This design comes from an exercise in tuning for small area on the open sky130 flow, not from production work. RTL that was checked went through simulation tests only; none was proved equivalent to the original. Power is estimated from default activity; no workload was simulated.

==> inputs of job 1741 <==
==> flow/design.v <==
`timescale 1ns / 1ps
module DFM(Sys_CLK, Sys_RST, D8, Uart_Tx);
input Sys_CLK, Sys_RST, D8;
output Uart_Tx;
function [19:0] inc20;
  input [19:0] t;
  input ci, clr;
  integer i;
  reg c;
  begin
    c = ci;
    for (i = 0; i < 20; i = i + 1) begin
      inc20[i] = ~clr & (t[i] ^ c);
      c = c & t[i];
    end
  end
endfunction
integer j;
reg [1:0] q;        
reg [7:0] rr;       
reg [5:0] sl;       
reg armed;          
wire tick = q[1] & q[0];
wire z = sl[5] & sl[0];      
wire sl_end = sl[5] & (rr == 8'd28);
wire rr_wrap = (rr == 8'd254);
wire rr_251 = (rr == 8'd251);
reg [7:0] rr_n;
reg [5:0] sl_n;
reg rc;
always @(*) begin
  rc = tick;
  for (j = 0; j < 8; j = j + 1) begin
    rr_n[j] = rr[j] ^ rc;
    rc = rc & rr[j];
  end
  rc = tick & rr_251;
  for (j = 0; j < 6; j = j + 1) begin
    sl_n[j] = sl[j] ^ rc;
    rc = rc & sl[j];
  end
end
always @(posedge Sys_CLK or negedge Sys_RST)
  if (!Sys_RST) begin
    q <= 2'd2; rr <= 8'd27; sl <= 6'd33; armed <= 1'b0;
  end else begin
    q <= {q[1] ^ q[0], ~q[0]};
    if (tick & sl_end) begin
      rr <= 8'd252;
      sl <= 6'd0;
    end else begin
      rr <= (tick & rr_wrap) ? 8'd0 : rr_n;
      sl <= sl_n;
    end
    if (tick & sl_end & ~sl[0]) armed <= 1'b1;
  end
reg d_buf, d_buf1;
wire d_rise = d_buf & ~d_buf1;
reg [7:0] pc;       
reg pg;             
reg rg;             
reg rg_d;           
reg gb_x;           
reg [19:0] t_x, t_h, t_l;    
reg [19:0] num_x, c_h, c_l;  
wire pc_end = (pc[6:0] == 7'd0);
wire [7:0] pc_n = {pc[6:2], pc[1] | pc_end, pc[0], ~(pc[7] ^ pc[1] ^ pc[0])};
always @(posedge Sys_CLK or negedge Sys_RST)
  if (!Sys_RST) begin
    d_buf <= 1'b0; d_buf1 <= 1'b0;
    pc <= 8'h04; pg <= 1'b0;
    rg <= 1'b0; rg_d <= 1'b0; gb_x <= 1'b0;
  end else begin
    d_buf <= D8; d_buf1 <= d_buf;
    pc <= pc_n;
    if (pc_end) pg <= ~pg;
    rg_d <= rg;
    if (d_rise) begin
      rg <= pg;
      gb_x <= rg;
    end
  end
always @(posedge Sys_CLK) begin
  t_x <= inc20(t_x, d_rise & rg, ~rg & (d_rise | ~gb_x));
  if ((d_rise & gb_x & ~rg) | z) num_x <= t_x;
  t_h <= inc20(t_h, rg & d_buf1, ~rg);
  t_l <= inc20(t_l, rg & ~d_buf1, ~rg);
  if ((rg_d & ~rg) | z) begin
    c_h <= t_h;
    c_l <= t_l;
  end
end
reg c8, c16, sc;
always @(*) begin
  sc = 1'b0;
  c8 = 1'b0;
  for (j = 0; j < 16; j = j + 1) begin
    sc = (c_h[j] & c_l[j]) | (sc & (c_h[j] | c_l[j]));
    if (j == 7) c8 = sc;
  end
  c16 = sc;
end
wire gx = (sl <= 6'd2);
wire gs = (sl >= 6'd5) & (sl <= 6'd7);
wire gh = (sl >= 6'd10) & (sl <= 6'd12);
wire gl = (sl >= 6'd14) & (sl <= 6'd16);
reg [1:0] bj;
always @(*)
  case (sl)
    6'd0, 6'd5, 6'd10, 6'd14: bj = 2'd0;
    6'd1, 6'd6, 6'd11, 6'd15: bj = 2'd1;
    default: bj = 2'd2;
  endcase
wire [7:0] xj = bj[1] ? {4'd0, num_x[19:16]} : bj[0] ? num_x[15:8] : num_x[7:0];
wire [7:0] hj = bj[1] ? {4'd0, c_h[19:16]} : bj[0] ? c_h[15:8] : c_h[7:0];
wire [7:0] lj = bj[1] ? {4'd0, c_l[19:16]} : bj[0] ? c_l[15:8] : c_l[7:0];
wire [7:0] p = ({8{gx}} & xj) | ({8{gh | gs}} & hj);
wire [7:0] qq = {8{gl | gs}} & lj;
wire ci = gs & (bj[1] ? c16 : bj[0] ? c8 : 1'b0);
reg [7:0] sm;
always @(*) begin
  sc = ci;
  for (j = 0; j < 8; j = j + 1) begin
    sm[j] = p[j] ^ qq[j] ^ sc;
    sc = (p[j] & qq[j]) | (sc & (p[j] | qq[j]));
  end
end
wire hdr = ~(gx | gs | gh | gl) & (sl != 6'd3) & (sl != 6'd8) & (sl != 6'd13) & (sl != 6'd17);
wire [7:0] nb = {sm[7:5], sm[4] & ~(gs & bj[1]), sm[3] | hdr, sm[2], sm[1] | hdr, sm[0]};
reg [7:0] snap;     
always @(posedge Sys_CLK)
  if (tick & ((rr == 8'd250) | (sl[5] & (rr == 8'd27)))) snap <= nb;
reg txb;
always @(*)
  case (rr[7:4])
    4'd0: txb = 1'b0;
    4'd1: txb = snap[0];
    4'd2: txb = snap[1];
    4'd3: txb = snap[2];
    4'd4: txb = snap[3];
    4'd5: txb = snap[4];
    4'd6: txb = snap[5];
    4'd7: txb = snap[6];
    4'd8: txb = snap[7];
    4'd9: txb = ^snap;
    default: txb = 1'b1;
  endcase
assign Uart_Tx = (armed && sl <= 6'd18) ? txb : 1'b1;
endmodule
==> flow/flow/run.sh <==
#!/bin/bash
export CTS_ARGS="-sink_clustering_enable -repair_clock_nets -dont_use_dummy_load -root_buf sky130_fd_sc_hd__clkbuf_8 -buf_list \"sky130_fd_sc_hd__clkbuf_4 sky130_fd_sc_hd__clkbuf_8\""
bash standard.sh > standard.log 2>&1
==> flow/standard.sh <==
#!/bin/bash
# synth_recipe.tcl (not shown) runs the flow's synth.tcl, then flattens the netlist and writes it again
# the make line also repeats each setting of config.mk as NAME=value (left out here)
make -C /OpenROAD-flow-scripts/flow DESIGN_CONFIG=/design/flow/config.mk WORK_HOME=/design/flow/orfs CLKGATE_MAP_FILE= SYNTH_SCRIPT=/design/flow/synth_recipe.tcl "${@:-finish}"
==> flow/config.mk <==
export PLATFORM = sky130hd
export DESIGN_NAME = DFM
export DESIGN_NICKNAME = DFM
export VERILOG_FILES = /design/flow/design.v
export SDC_FILE = /design/flow/constraint.sdc
export NUM_CORES = 4
export LEC_CHECK = 0
export CAP_MARGIN = 20
export CORE_MARGIN = 2
export CORE_UTILIZATION = 40
export SLEW_MARGIN = 20
==> flow/constraint.sdc <==
create_clock -name core_clock -period 10.0 [get_ports {Sys_CLK}]
set_input_delay 2.0000 -clock core_clock [delete_from_list [all_inputs] [get_ports {Sys_CLK}]]
set_output_delay 2.0000 -clock core_clock [all_outputs]
set_load 0.01 [all_outputs]
==> job 3747: changes against job 1741 <==
==> flow/design.v, changed modules only <==
module DFM(Sys_CLK, Sys_RST, D8, Uart_Tx);
input Sys_CLK, Sys_RST, D8;
output Uart_Tx;
reg d_buf, d_buf1;
wire d_rise = d_buf & ~d_buf1;
reg [7:0] pc;       
reg pg;             
reg rg;             
reg rg_d;           
reg gb_x;           
reg [19:0] t_x, t_h, t_l;    
reg [19:0] num_x, c_h, c_l;  
always @(posedge Sys_CLK or negedge Sys_RST)
  if (!Sys_RST) begin
    d_buf <= 1'b0; d_buf1 <= 1'b0;
    pc <= 8'd0; pg <= 1'b0;
    rg <= 1'b0; rg_d <= 1'b0; gb_x <= 1'b0;
    t_x <= 20'd0; t_h <= 20'd0; t_l <= 20'd0;
    num_x <= 20'd0; c_h <= 20'd0; c_l <= 20'd0;
  end else begin
    d_buf <= D8; d_buf1 <= d_buf;
    if (pc == 8'd250) begin pc <= 8'd0; pg <= ~pg; end
    else pc <= pc + 8'd1;
    rg_d <= rg;
    if (d_rise) begin
      rg <= pg;
      gb_x <= rg;
      t_x <= rg ? t_x + 20'd1 : 20'd0;
      if (gb_x & ~rg) num_x <= t_x;
    end
    if (rg) begin
      t_h <= t_h + {19'd0, d_buf1};
      t_l <= t_l + {19'd0, ~d_buf1};
    end else begin
      t_h <= 20'd0;
      t_l <= 20'd0;
    end
    if (rg_d & ~rg) begin
      c_h <= t_h;
      c_l <= t_l;
    end
  end
wire [19:0] num_s = c_h + c_l;
reg [1:0] ph;       
reg [7:0] rr;       
reg [5:0] sl;       
reg armed;          
reg [7:0] snap;     
wire tick = (ph == 2'd1);
reg [7:0] nb;       
always @(*)
  case (sl)
    6'd0:  nb = num_x[7:0];
    6'd1:  nb = num_x[15:8];
    6'd2:  nb = {4'd0, num_x[19:16]};
    6'd5:  nb = num_s[7:0];
    6'd6:  nb = num_s[15:8];
    6'd7:  nb = {4'd0, num_s[19:16]};
    6'd10: nb = c_h[7:0];
    6'd11: nb = c_h[15:8];
    6'd12: nb = {4'd0, c_h[19:16]};
    6'd14: nb = c_l[7:0];
    6'd15: nb = c_l[15:8];
    6'd16: nb = {4'd0, c_l[19:16]};
    6'd3, 6'd8, 6'd13, 6'd17: nb = 8'd0;
    default: nb = 8'h0a;
  endcase
always @(posedge Sys_CLK or negedge Sys_RST)
  if (!Sys_RST) begin
    ph <= 2'd0; rr <= 8'd27; sl <= 6'd33; armed <= 1'b0; snap <= 8'd0;
  end else begin
    ph <= ph + 2'd1;
    if (tick) begin
      if (sl[5] && rr == 8'd28) begin
        sl <= 6'd0; rr <= 8'd252;
        if (!sl[0]) armed <= 1'b1;
      end else begin
        rr <= (rr == 8'd254) ? 8'd0 : rr + 8'd1;
        if (rr == 8'd251) sl <= sl + 6'd1;
      end
      if (rr == 8'd250 || (sl[5] && rr == 8'd27)) snap <= nb;
    end
  end
reg txb;
always @(*)
  case (rr[7:4])
    4'd0: txb = 1'b0;
    4'd1: txb = snap[0];
    4'd2: txb = snap[1];
    4'd3: txb = snap[2];
    4'd4: txb = snap[3];
    4'd5: txb = snap[4];
    4'd6: txb = snap[5];
    4'd7: txb = snap[6];
    4'd8: txb = snap[7];
    4'd9: txb = ^snap;
    default: txb = 1'b1;
  endcase
assign Uart_Tx = (armed && sl <= 6'd18) ? txb : 1'b1;
endmodule
==> flow/run.sh (new file) <==
#!/bin/bash
# synth_recipe.tcl (not shown) runs the flow's synth.tcl, then flattens the netlist and writes it again
# the make line also repeats each setting of config.mk as NAME=value (left out here)
make -C /OpenROAD-flow-scripts/flow DESIGN_CONFIG=/design/flow/config.mk WORK_HOME=/design/flow/orfs CLKGATE_MAP_FILE= SYNTH_SCRIPT=/design/flow/synth_recipe.tcl finish
removed: flow/flow/run.sh
removed: flow/standard.sh
==> job 5059: changes against job 1741 <==
==> flow/design.v, changed modules only <==
module DFM(Sys_CLK, Sys_RST, D8, Uart_Tx);
input Sys_CLK, Sys_RST, D8;
output Uart_Tx;
function [19:0] inc20;
  input [19:0] t;
  input ci, clr;
  integer i;
  reg c;
  begin
    c = ci;
    for (i = 0; i < 20; i = i + 1) begin
      inc20[i] = ~clr & (t[i] ^ c);
      c = c & t[i];
    end
  end
endfunction
reg d_buf, d_buf1;
wire d_rise = d_buf & ~d_buf1;
reg [7:0] pc;       
reg pg;             
reg rg;             
reg rg_d;           
reg gb_x;           
reg [19:0] t_x, t_h, t_l;    
reg [19:0] num_x, c_h, c_l;  
reg [7:0] pc_n;
reg pcc;
integer j;
always @(*) begin
  pcc = 1'b1;
  for (j = 0; j < 8; j = j + 1) begin
    pc_n[j] = pc[j] ^ pcc;
    pcc = pcc & pc[j];
  end
end
reg z_a, z_b;
always @(posedge Sys_CLK or negedge Sys_RST)
  if (!Sys_RST) begin
    d_buf <= 1'b0; d_buf1 <= 1'b0;
    pc <= 8'd0; pg <= 1'b0;
    rg <= 1'b0; rg_d <= 1'b0; gb_x <= 1'b0;
    z_a <= 1'b1; z_b <= 1'b1;
  end else begin
    d_buf <= D8; d_buf1 <= d_buf;
    if (pc == 8'd250) begin pc <= 8'd0; pg <= ~pg; end
    else pc <= pc_n;
    rg_d <= rg;
    if (d_rise) begin
      rg <= pg;
      gb_x <= rg;
    end
    z_a <= 1'b0;
    z_b <= z_a;
  end
always @(posedge Sys_CLK) begin
  t_x <= inc20(t_x, d_rise & rg, ~rg & (d_rise | ~gb_x));
  if ((d_rise & gb_x & ~rg) | z_b) num_x <= t_x;
  t_h <= inc20(t_h, rg & d_buf1, ~rg);
  t_l <= inc20(t_l, rg & ~d_buf1, ~rg);
  if ((rg_d & ~rg) | z_b) begin
    c_h <= t_h;
    c_l <= t_l;
  end
end
reg [19:0] num_s;
reg sc;
always @(*) begin
  sc = 1'b0;
  for (j = 0; j < 20; j = j + 1) begin
    num_s[j] = c_h[j] ^ c_l[j] ^ sc;
    sc = (c_h[j] & c_l[j]) | (sc & (c_h[j] | c_l[j]));
  end
end
reg [1:0] ph;       
reg [7:0] rr;       
reg [5:0] sl;       
reg armed;          
reg [7:0] snap;     
wire tick = ~ph[1] & ph[0];
reg [7:0] rr_n;
reg [5:0] sl_n;
reg rc;
always @(*) begin
  rc = 1'b1;
  for (j = 0; j < 8; j = j + 1) begin
    rr_n[j] = rr[j] ^ rc;
    rc = rc & rr[j];
  end
  rc = 1'b1;
  for (j = 0; j < 6; j = j + 1) begin
    sl_n[j] = sl[j] ^ rc;
    rc = rc & sl[j];
  end
end
reg [7:0] nb;       
always @(*)
  case (sl)
    6'd0:  nb = num_x[7:0];
    6'd1:  nb = num_x[15:8];
    6'd2:  nb = {4'd0, num_x[19:16]};
    6'd5:  nb = num_s[7:0];
    6'd6:  nb = num_s[15:8];
    6'd7:  nb = {4'd0, num_s[19:16]};
    6'd10: nb = c_h[7:0];
    6'd11: nb = c_h[15:8];
    6'd12: nb = {4'd0, c_h[19:16]};
    6'd14: nb = c_l[7:0];
    6'd15: nb = c_l[15:8];
    6'd16: nb = {4'd0, c_l[19:16]};
    6'd3, 6'd8, 6'd13, 6'd17: nb = 8'd0;
    default: nb = 8'h0a;
  endcase
always @(posedge Sys_CLK or negedge Sys_RST)
  if (!Sys_RST) begin
    ph <= 2'd0; rr <= 8'd27; sl <= 6'd33; armed <= 1'b0;
  end else begin
    ph <= {ph[1] ^ ph[0], ~ph[0]};
    if (tick) begin
      if (sl[5] && rr == 8'd28) begin
        sl <= 6'd0; rr <= 8'd252;
        if (!sl[0]) armed <= 1'b1;
      end else begin
        rr <= (rr == 8'd254) ? 8'd0 : rr_n;
        if (rr == 8'd251) sl <= sl_n;
      end
    end
  end
always @(posedge Sys_CLK)
  if (tick && (rr == 8'd250 || (sl[5] && rr == 8'd27))) snap <= nb;
reg txb;
always @(*)
  case (rr[7:4])
    4'd0: txb = 1'b0;
    4'd1: txb = snap[0];
    4'd2: txb = snap[1];
    4'd3: txb = snap[2];
    4'd4: txb = snap[3];
    4'd5: txb = snap[4];
    4'd6: txb = snap[5];
    4'd7: txb = snap[6];
    4'd8: txb = snap[7];
    4'd9: txb = ^snap;
    default: txb = 1'b1;
  endcase
assign Uart_Tx = (armed && sl <= 6'd18) ? txb : 1'b1;
endmodule
==> flow/run.sh (new file) <==
#!/bin/bash
# synth_recipe.tcl (not shown) runs the flow's synth.tcl, then flattens the netlist and writes it again
# the make line also repeats each setting of config.mk as NAME=value (left out here)
make -C /OpenROAD-flow-scripts/flow DESIGN_CONFIG=/design/flow/config.mk WORK_HOME=/design/flow/orfs CLKGATE_MAP_FILE= SYNTH_SCRIPT=/design/flow/synth_recipe.tcl finish
removed: flow/flow/run.sh
removed: flow/standard.sh
==> key figures <==
Timing
  • F_max: roughly 120 MHz
  • Slew margin rel.: 24.5%
  • Worst setup margin: 1540 ps
  • Final min period: between 8000 and 9000 ps
  • Worst-case hold slack: 357 ps
  • Layout Skew: 12.2 ps

Global routing
  • Global Route met3 Usage: 3.65%
  • Global-route wire length before repair: approximately 23000 um

Synthesis
  • Synth Register Bits: 161
  • Synthesized area per cell: between 10 and 15 um^2

Finish
  • Share of cells above drive strength 1: 8.32%
  • Non-clk buf share: 0.726%

Floorplan
  • Rows: 49

Critical path
  • RR Endpoint: snap[3]
  • WP data required: around 10000 ps

Run status
  • Outcome: complete, no violations

Power
  • Pwr top: the clock network
-- figures above: job 5059

==> key figures <==
Run status
  • Outcome: complete, no violations

Timing
  • Final min period: 4540 ps
  • F_max: 220 MHz
  • Layout Skew: 16.0 ps
  • Worst-case hold slack: 401 ps

Synthesis
  • Synthesized area per cell: 9.98 um^2

Floorplan
  • Rows: 54

Finish
  • Share of cells above drive strength 1: 13.4%
  • Non-clk buf share: 0.629%

Power
  • Pwr top: the clock network

Critical path
  • WP data required: 8000 ps
-- figures above: job 3747

==> key figures <==
Run status
  • Outcome: complete, no violations

Global routing
  • Global-route wire length before repair: 20700 um

Timing
  • Worst-case hold slack: around 380 ps
  • Final min period: roughly 5700 ps
  • Worst setup margin: approximately 4300 ps
  • F_max: 174 MHz

Synthesis
  • Synth Register Bits: 159

Critical path
  • RR Endpoint: snap[6]

Finish
  • Non-clk buf share: 0.794%
-- figures above: job 1741

For job 1741, only the layout was checked, not whether the RTL still works.

## static timing again, ports no longer ideal
How much do the figures lean on ideal ports? The routed layouts below were timed once more, with nothing changed but the port constraints.
Step 1 sets driving cells, clkbuf_16 on the clock port and buf_2 on the other inputs (assumed; they add their load-dependent delay and slew).
Step 2 times the ports against the registers' clock, not the clock port: input delays grow and output delays shrink by t, the midpoint of the rising clock arrivals with the driver on.
Slacks: ideal / step 1 / step 2; pairs: ideal / step 1.
| run | t (ns) | setup WS [ns] | pins driven straight from the clock port |
|---|---|---|---|
| job 1741 | 0.476 | 4.260 / 4.260 / 4.260 | 1 |
| job 3747 | 0.480 | 5.457 / 5.411 / 5.891 | 1 |
| job 5059 | 0.467 | 1.538 / 1.538 / 1.538 | 1 |
After both steps every run listed still meets setup and hold.
